Background: an optimization exercise with open tools, aiming at small area. Do not read the settings as production practice.
In this exercise RTL edits were held to simulation tests only and were not proved equivalent to the original.
Power and IR drop assume default switching activity.

// simple_cpu
module simple_cpu (
    input  wire       CLK,
    input  wire       RST,         
    input  wire       Rx_in,
    output wire       Tx_out,
    output wire [7:0] LED_out
);
Size: roughly 250 cells after synthesis.
Settings: LEC_CHECK=0, CAP_MARGIN=20, CORE_MARGIN=2, CORE_UTILIZATION=40, CTS_BUF_LIST=sky130_fd_sc_hd__clkbuf_16, CTS_CLUSTER_DIAMETER=500, CTS_CLUSTER_SIZE=100, PLACE_DENSITY=0.6, SLEW_MARGIN=20; clock period 10.0 ns.
run.sh (not shown) runs the stock make flow with config.mk's settings and CLKGATE_MAP_FILE= SYNTH_SCRIPT=/design/flow/synth_recipe.tcl, a recipe that flattens the netlist after the stock synthesis.
The baseline finished with timing, DRC and antenna clean.
Then changed:
- CTS_BUF_LIST: sky130_fd_sc_hd__clkbuf_16 -> default
What happened: The new run produced a clean layout; wire length rose by about 0.8%; synthesized cell count stays the same; register-to-register slack stays flat; synthesized area is unchanged.
Then changed:
- CORE_UTILIZATION: 40 -> 70
- CTS_CLUSTER_DIAMETER: 500 -> default
- CTS_CLUSTER_SIZE: 100 -> default
- PLACE_DENSITY: 0.6 -> 0.8
After rerunning:
- register-to-register slack gets worse by 100 ps
- non-clock buffer count stays the same
- total power rises slightly
Then changed:
- CORE_UTILIZATION: 70 -> 40
- PLACE_DENSITY: 0.8 -> 0.6
Critical path depth does not change.
Clock power hardly moves.
Global-route usage goes down by 13 points.
Sequential share of layout area goes down by 0.49 points.
Area after synthesis stays the same.
Maximum frequency goes down by about 0.8%.

---

Setup of build 89:
The RTL this note starts from:
==> flow/design.v <==
module simple_cpu (
    input  wire       CLK,
    input  wire       RST,         
    input  wire       Rx_in,
    output wire       Tx_out,
    output wire [7:0] LED_out
);
    reg  [7:0]  cnt;
    reg  [3:0]  bn;        
    reg  [2:0]  st;        
    reg  [15:0] ar;        
    reg  [7:0]  H;         
    reg  [7:0]  L;         
    reg  [2:0]  op;
    reg         c;         
    reg         sv;        
    wire [3:0] p = cnt[3:0];
    wire [2:0] d = bn[2:0];
    wire tx     = st[2] & (st[1] | st[0]);    
    wire idle   = bn[3] & ~bn[1] & bn[0];     
    wire wrap   = tx ? (cnt[7] & cnt[6] & cnt[4] & cnt[3])
                     : (cnt[7:5] == 3'b110) & (cnt[4] == bn[0]) & (p == 4'd15);
    wire win    = cnt[7:4] == 4'd6;
    wire win1   = cnt[7:4] == 4'd4;
    wire stop   = bn == 4'd8;
    wire data   = ~bn[3];
    wire p0     = p == 4'd0;
    wire p15    = p == 4'd15;
    wire at     = ar[15];                      
    wire eq     = p == {st == 3'd1, d};        
    wire armed  = p[3] | (p[2:0] >= d);        
    reg am;
    always @(*) begin
        case (d)
            3'd0: am = ar[15];
            3'd1: am = ar[0];
            3'd2: am = ar[1];
            3'd3: am = ar[2];
            3'd4: am = ar[3];
            3'd5: am = ar[4];
            3'd6: am = ar[5];
            default: am = ar[6];
        endcase
    end
    wire op_sub = op == 3'd2;
    wire op_mul = op == 3'd3;
    wire op_not = op == 3'd6;
    wire arith  = ~op[2];
    wire st2 = st == 3'd2;
    wire st3 = st == 3'd3;
    wire st4 = st == 3'd4;
    wire p_data  = (st3 | st4) & data;
    wire p_hinit = st2 & stop & p[3];
    wire p_fix   = st4 & stop;
    wire act16   = win & st4 & (data | stop);
    wire act     = act16 | (win & ((st3 & data & ~p[3]) | p_hinit));
    wire tail     = st4 ? L[0] : H[0];
    wire init_val = ~op_mul & (at ^ op_not);
    wire first    = st4 & (bn == 4'd0) & ~p[3];
    wire B        = Rx_in;
    reg a;
    always @(*) begin
        if (p_hinit | first)
            a = init_val;
        else if (p_fix & sv)
            a = c ^ p15;
        else
            a = tail;
    end
    reg b;
    always @(*) begin
        b = 1'b0;
        if (p_data) begin
            case (op)
                3'd1, 3'd7: b = B & eq;
                3'd2:       b = B & armed;
                3'd3:       b = B & am & armed;
                3'd4:       b = ~B & eq & a;
                3'd5:       b = B & eq & ~a;
                default:    b = 1'b0;
            endcase
        end
    end
    wire ce   = c & arith & p_data & ~p0;
    wire sum  = a ^ b ^ ce;
    wire cout = (a & b) | (a & ce) | (b & ce);
    wire hsh  = act | ((st == 3'd5) & wrap & (bn != 4'd15));
    wire w1p  = st4 & stop & win1 & p15;
    wire load_a  = (st == 3'd1 | st2) & data & win & eq;
    wire load_op = (st == 3'd0) & data & (d < 3'd3) & win & eq;
    wire txbit = (st == 3'd5) ? H[0] : L[d];
    always @(posedge CLK or negedge RST) begin
        if (!RST) begin
            cnt  <= 8'd0;
            bn   <= 4'd9;
            st   <= 3'd0;
            L    <= 8'd0;
        end else begin
            if (act16)
                L <= {H[0], L[7:1]};
            if (idle) begin
                cnt <= {4'd0, p + 4'd1};
                if (!Rx_in)
                    bn <= 4'd15;
            end else begin
                cnt <= cnt + 8'd1;
                if (wrap) begin
                    cnt[7:4] <= 4'd0;
                    if (tx) cnt[3:0] <= 4'd0;
                    bn <= bn + 4'd1;
                end
                if (stop & (tx ? wrap : cnt[7])) begin
                    cnt[7:4] <= 4'd0;
                    if (st == 3'd6) begin
                        st <= 3'd0;
                        bn <= 4'd9;
                    end else begin
                        st <= st + 3'd1;
                        bn <= st[2] ? 4'd15 : 4'd9;
                        if (st[2]) cnt[3:0] <= 4'd0;
                    end
                end
            end
        end
    end
    always @(posedge CLK) begin
        ar <= {ar[14:0], load_a ? Rx_in : at};
        if (hsh)
            H <= {sum, H[7:1]};
        if (load_op)
            op <= {Rx_in, op[2:1]};
        if (w1p)
            c <= H[7];
        else if (act & ~p_fix)
            c <= cout;
        if (st3 & (bn == 4'd7) & win & p15)
            sv <= ~(at ^ B ^ op_sub);
        else if (w1p)
            sv <= sv & (at ^ H[7]) & (op == 3'd1 | op_sub);
    end
    assign Tx_out  = ~tx | (bn[3] ? ~bn[0] : txbit);
    assign LED_out = L;
endmodule
clock: 10.0 ns
lec_check: 0
cap_margin: 20
core_margin: 2
core_utilization: 40
place_density: 0.6
slew_margin: 20
standard.sh (not shown) runs the stock make flow with config.mk's settings and CLKGATE_MAP_FILE= SYNTH_SCRIPT=/design/flow/synth_recipe.tcl, a recipe that flattens the netlist after the stock synthesis.
==> flow/flow/run.sh <==
#!/bin/bash
# Own layout flow: the standard flow (standard.sh, unchanged synthesis and
# steps) with two settings changed:
#  - port buffers use the smallest buffer (buf_1) instead of the one the
#    resizer picks by default; every input and output port still gets one;
#  - the clock tree is built from clkbuf_8 cells without dummy loads.
set -uo pipefail
export BUFFER_PORTS_ARGS="-buffer_cell sky130_fd_sc_hd__buf_1"
export CTS_ARGS="-sink_clustering_enable -repair_clock_nets -buf_list sky130_fd_sc_hd__clkbuf_8 -root_buf sky130_fd_sc_hd__clkbuf_8 -dont_use_dummy_load"
bash standard.sh > standard.log 2>&1
status=$?
tail -5 standard.log
exit $status
Relative to build 89, the following input files were edited for build 85:
==> flow/run.sh (new file) <==
#!/bin/bash
# synth_recipe.tcl (not shown) runs the flow's synth.tcl, then flattens the netlist and writes it again
# the make line also repeats each setting of config.mk as NAME=value (left out here)
make -C /OpenROAD-flow-scripts/flow DESIGN_CONFIG=/design/flow/config.mk WORK_HOME=/design/flow/orfs CLKGATE_MAP_FILE= SYNTH_SCRIPT=/design/flow/synth_recipe.tcl finish
removed: flow/flow/run.sh
removed: flow/standard.sh
==> comparison <==
Share of power burned in combinational logic: build 89 vs build 85 — no meaningful difference. Of build 89 and build 85, build 89 shows the higher total of plain and repair buffers excluding clock buffers, with build 85 below it. Period utilization: build 85 vs build 89 up 3.8 points.
> inputs changed (build 85 -> build 92)
==> flow/flow/run.sh (new file) <==
#!/bin/bash
# Own layout flow: the standard flow (standard.sh, unchanged synthesis and
# steps) with two settings changed:
#  - port buffers use the smallest buffer (buf_1) instead of the one the
#    resizer picks by default; every input and output port still gets one;
#  - the clock tree is built from clkbuf_8 cells without dummy loads.
set -uo pipefail
export BUFFER_PORTS_ARGS="-buffer_cell sky130_fd_sc_hd__buf_1"
export CTS_ARGS="-repair_clock_nets -buf_list sky130_fd_sc_hd__clkbuf_8 -root_buf sky130_fd_sc_hd__clkbuf_8 -dont_use_dummy_load"
bash standard.sh > standard.log 2>&1
status=$?
tail -5 standard.log
exit $status
==> flow/standard.sh (new file) <==
#!/bin/bash
# synth_recipe.tcl (not shown) runs the flow's synth.tcl, then flattens the netlist and writes it again
# the make line also repeats each setting of config.mk as NAME=value (left out here)
make -C /OpenROAD-flow-scripts/flow DESIGN_CONFIG=/design/flow/config.mk WORK_HOME=/design/flow/orfs CLKGATE_MAP_FILE= SYNTH_SCRIPT=/design/flow/synth_recipe.tcl "${@:-finish}"
removed: flow/run.sh
==> run notes <==
| ratio of total power to cell area | build 92 vs build 85 | about 4% lower |. The net count of the finished layout in build 92 sits 0.38% above the value recorded for build 85. Build 92 against build 85; HPWL reported at the end of detailed placement is up by a few percent. On routed wire length, build 85 and build 92 are basically level. Compared with build 85, build 92 degrades initial DRC count. Build 85 leaves less setup margin than build 92.
Changes in build 44 relative to build 92:
--- a/flow/flow/run.sh
+++ b/flow/flow/run.sh
@@ -7,5 +7,5 @@
 set -uo pipefail
 export BUFFER_PORTS_ARGS="-buffer_cell sky130_fd_sc_hd__buf_1"
-export CTS_ARGS="-repair_clock_nets -buf_list sky130_fd_sc_hd__clkbuf_8 -root_buf sky130_fd_sc_hd__clkbuf_8 -dont_use_dummy_load"
+export CTS_ARGS="-sink_clustering_enable -sink_clustering_size 100 -sink_clustering_max_diameter 1000 -repair_clock_nets -buf_list sky130_fd_sc_hd__clkbuf_16 -root_buf sky130_fd_sc_hd__clkbuf_16 -dont_use_dummy_load"
 bash standard.sh > standard.log 2>&1
 status=$?
--- outcome ---
Build 44 finished every stage and its layout cleared the timing, design-rule and antenna checks. Build 92 was routed with fewer vias than build 44. In the tables for build 44 and build 92, wire length on met3 reads lower with build 44. In build 44, the share of the core filled with cells in the final layout came out 0.89 points above the value in build 92. Build 92 consumes less power than build 44. Wire length of the first global-routing pass of build 44 exceeds that of build 92 slightly. The non-clock buffer share of cell area of build 92 and that of build 44 are within noise of each other.

[what the ideal ports hide]
Ports are ideal in the flow. The routed layouts listed here were re-timed in OpenROAD.
Step 1, drivers: a clkbuf_16 drives CLK and a buf_2 each remaining input, both assumed.
Step 2 adds t to the input delays and takes it off the output delays; t is the mean of the earliest and latest rising clock arrival at the registers after step 1. Input paths then give back, and output paths get back, about the clock's delay inside the block.
a / b / c = ideal / step 1 / step 2; a / b = the first two.
run	t, ns	slack for setup (ns)	slew at the worst register clock pin (ns)	cell pins on the clock port's net
the first run of note 1	0.321	5.545 / 5.513 / 5.567	0.07 / 0.07	1
the second run of note 1	0.341	5.512 / 5.481 / 5.599	0.10 / 0.10	1
the third run of note 1	0.342	5.547 / 5.519 / 5.631	0.10 / 0.10	1
the fourth run of note 1	0.341	5.512 / 5.481 / 5.599	0.10 / 0.10	1
build 89	0.322	6.050 / 6.019 / 6.327	0.10 / 0.10	1
build 85	0.345	5.668 / 5.635 / 5.980	0.10 / 0.10	1
build 92	0.322	6.050 / 6.019 / 6.327	0.10 / 0.10	1
build 44	0.314	6.069 / 6.033 / 6.325	0.07 / 0.07	1
After both steps setup and hold are still met in every run listed.
